From an optimization exercise on the open Yosys and OpenROAD flow, aimed at small area and a short achievable clock period; shortcuts taken in it are not production practice. Function was checked by simulation only, so behaviour that the tests miss may differ from the original. Power figures rest on the tool's default switching activity, not on a simulated workload.

==> flow/design.v (excerpt) <==
module processor(clk, clear_n, load, dload, laddr, insload,
                 pc, rf_we, rf_waddr, rf_wdata, dm_we, dm_addr, dm_wdata);
input clk, clear_n, load, dload;
input [15:0] laddr, insload;
output [15:0] pc;
output rf_we;
output [3:0] rf_waddr;
output [15:0] rf_wdata;
output dm_we;
output [4:0] dm_addr;
output [15:0] dm_wdata;
integer i;
genvar b, k;
reg [15:0] pc_r;      
reg [15:0] ir;        
reg [15:0] a_r, b_r;  
reg        wr_r;      
reg        sw_r;      
reg [3:0]  rdn_r;     
reg [7:0]  ime [0:31];  
reg [7:0]  imo [0:31];  
reg [15:0] rf  [0:15];  
reg [15:0] rvalid;      
reg [15:0] dm  [0:31];  
wire rst;
iv1 urst(.a(clear_n), .y(rst));
wire run = ~rst;
wire [3:0] op = ir[15:12];
wire [3:0] rd = ir[3:0];
wire is_and = (op == 4'd0);
wire is_or  = (op == 4'd1);
wire is_add = (op == 4'd2);
wire is_sub = (op == 4'd6);
wire is_slt = (op == 4'd7);
wire is_lw  = (op == 4'd8);
wire is_mem = is_lw | (op == 4'd10);
wire is_bne = (op == 4'd14);
wire is_jmp = (op == 4'd15);
wire rf_wen = wr_r & run;
wire dm_wen = sw_r & run;
wire [4:0]  daddr = a_r[4:0] + {1'b0, rd};
wire [4:0]  dx;
wire [3:0]  dandn, dor;    
assign dx[4] = a_r[4];
generate
	for (b = 0; b < 4; b = b + 1) begin : dg
		xn2  ux(.a(a_r[b]), .b(rdn_r[b]), .y(dx[b]));
		orb  ua(.a(rdn_r[b]), .b(a_r[b]), .y(dandn[b]));
		orb  uo(.a(a_r[b]), .b(rdn_r[b]), .y(dor[b]));
	end
endgenerate
wire [4:1]  vand, vor, vandn, vorn;
generate
	for (b = 1; b < 5; b = b + 1) begin : dv
		xn2 u1(.a(dx[b]), .b(dandn[b-1]), .y(vand[b]));
		xr2 u2(.a(dx[b]), .b(dor[b-1]), .y(vor[b]));
		xr2 u3(.a(dx[b]), .b(dandn[b-1]), .y(vandn[b]));
		xn2 u4(.a(dx[b]), .b(dor[b-1]), .y(vorn[b]));
	end
endgenerate
wire [31:0] rsel, rsel2;
generate
	for (k = 0; k < 32; k = k + 1) begin : dsa
		wire [4:0] kk = k;
  ...
For scale: roughly 3900 cells after synthesis, ~95 I/O pins, about 0.057 sq mm of cells after synthesis.
==> flow/config.mk <==
export PLATFORM = sky130hd
export DESIGN_NAME = processor
export DESIGN_NICKNAME = processor
export VERILOG_FILES = /design/flow/design.v
export SDC_FILE = /design/flow/constraint.sdc
export NUM_CORES = 4
export LEC_CHECK = 0
export CAP_MARGIN = 10
export CORE_MARGIN = 2
export CORE_UTILIZATION = 60
export CTS_BUF_LIST = sky130_fd_sc_hd__clkbuf_8
export PLACE_DENSITY = 0.7
export SLEW_MARGIN = 10
export SYNTH_HIERARCHICAL = 1
export SYNTH_MINIMUM_KEEP_SIZE = 0
==> flow/constraint.sdc <==
create_clock -name core_clock -period 16.0 [get_ports {clk}]
set_input_delay 3.2000 -clock core_clock [delete_from_list [all_inputs] [get_ports {clk}]]
set_output_delay 3.2000 -clock core_clock [all_outputs]
set_load 0.01 [all_outputs]
standard.sh (not shown) runs the stock make flow with config.mk's settings and CLKGATE_MAP_FILE= SYNTH_SCRIPT=/design/flow/synth_recipe.tcl, a recipe that flattens the netlist after the stock synthesis.
==> flow/flow/run.sh <==
#!/bin/bash
# The standard layout (standard.sh: unchanged synthesis and steps) with
# these changes to how the layout is made; the clock period and SDC are unchanged:
#  - repair_timing aims for more setup slack than the design's 0.5 ns, so the
#    design is sized for a shorter achieved period;
#  - the reset input is placed next to the two outputs it gates;
#  - ports are buffered with buf_2 (the default pick can be a delay cell);
#  - CTS inserts no dummy loads and clusters up to 15 flip-flops per leaf buffer.
set -euo pipefail
here=$(pwd)
export SETUP_SLACK_MARGIN=9.5
export IO_CONSTRAINTS=$here/flow/io.tcl
export BUFFER_PORTS_ARGS="-buffer_cell sky130_fd_sc_hd__buf_2"
export CTS_ARGS="-sink_clustering_enable -repair_clock_nets -dont_use_dummy_load -buf_list sky130_fd_sc_hd__clkbuf_8 -sink_clustering_size 15 -sink_clustering_max_diameter 50"
bash standard.sh > standard_make.log 2>&1
==> flow/flow/io.tcl <==
# keep the reset input next to the two write-enable outputs it gates
set_io_pin_constraint -group -order -pin_names {rf_we clear_n dm_we}
Change:
--- a/flow/flow/run.sh
+++ b/flow/flow/run.sh
@@ -10,3 +10,3 @@
 here=$(pwd)
-export SETUP_SLACK_MARGIN=9.5
+export SETUP_SLACK_MARGIN=9.3
 export IO_CONSTRAINTS=$here/flow/io.tcl
Settings changed: CAP_MARGIN 10 to 20, CORE_UTILIZATION 60 to 70, PLACE_DENSITY 0.7 to 0.8, SLEW_MARGIN 10 to 20.
Sequential power barely changes.
Combinational power fell by about 1%.
Area after synthesis is unchanged.
Global-route usage climbs by 4.1 points.
Final area came out lower by 0.81%.
Fmax stays flat.
Worst setup slack improved by 0.015 ns.
Die area shrinks by 14%.
First-iteration DRC count decreases by 4.1%.
Power drops by 1.4%.
Critical path depth is unchanged.
Change:
Settings changed: CORE_UTILIZATION 70 to 60, PLACE_DENSITY 0.8 to 0.7.
Outcome: The new run ran to the end with no violations; cell count grows by a few percent; setup slack is better by 0.019 ns; wire length rises by a few percent.
Change:
Settings changed: CAP_MARGIN 20 to 10, SLEW_MARGIN 20 to 10.
Effect: Final area barely changes; total power decreases by 0.57%; setup slack improves by 0.039 ns; combinational power decreases by about 1%; via count stays flat; routed wire length decreases by 0.34%; core utilization stays flat; die area does not change; sequential power barely changes; non-clock buffer count stays the same; cell count is about the same.

what the ideal ports hide:
How much do the figures lean on ideal ports? The routed layouts below were timed once more, with nothing changed but the port constraints.
Step 1 (the two cells are an assumption about what drives the block):
set clk [get_ports {clk}]
set_driving_cell -lib_cell sky130_fd_sc_hd__clkbuf_16 $clk
set_driving_cell -lib_cell sky130_fd_sc_hd__buf_2 [delete_from_list [all_inputs] $clk]
Step 2, shift: input delay + t, output delay - t, t = (earliest + latest rising clock arrival at the registers) / 2. This alone moves slack from input paths to output paths.
Three values: ideal ports, drivers, drivers and shift; two values: the first two.
run	shift t [ns]	setup WS [ns]	worst setup path after step 2	worst register clock-pin slew, ns	pins driven straight from the clock port
the first run	0.868	9.051 / 8.983 / 9.040	input to register	0.10 / 0.10	1
the second run	0.798	9.066 / 8.995 / 9.187	input to output	0.10 / 0.10	1
the third run	0.848	9.085 / 9.015 / 9.038	input to register	0.10 / 0.10	1
the fourth run	0.842	9.123 / 9.053 / 9.035	input to register	0.10 / 0.10	1
After both steps every run listed still meets setup and hold. For the fourth run, which loses most, drivers alone change the setup slack by -0.070 ns; drivers and shift together by -0.088 ns.
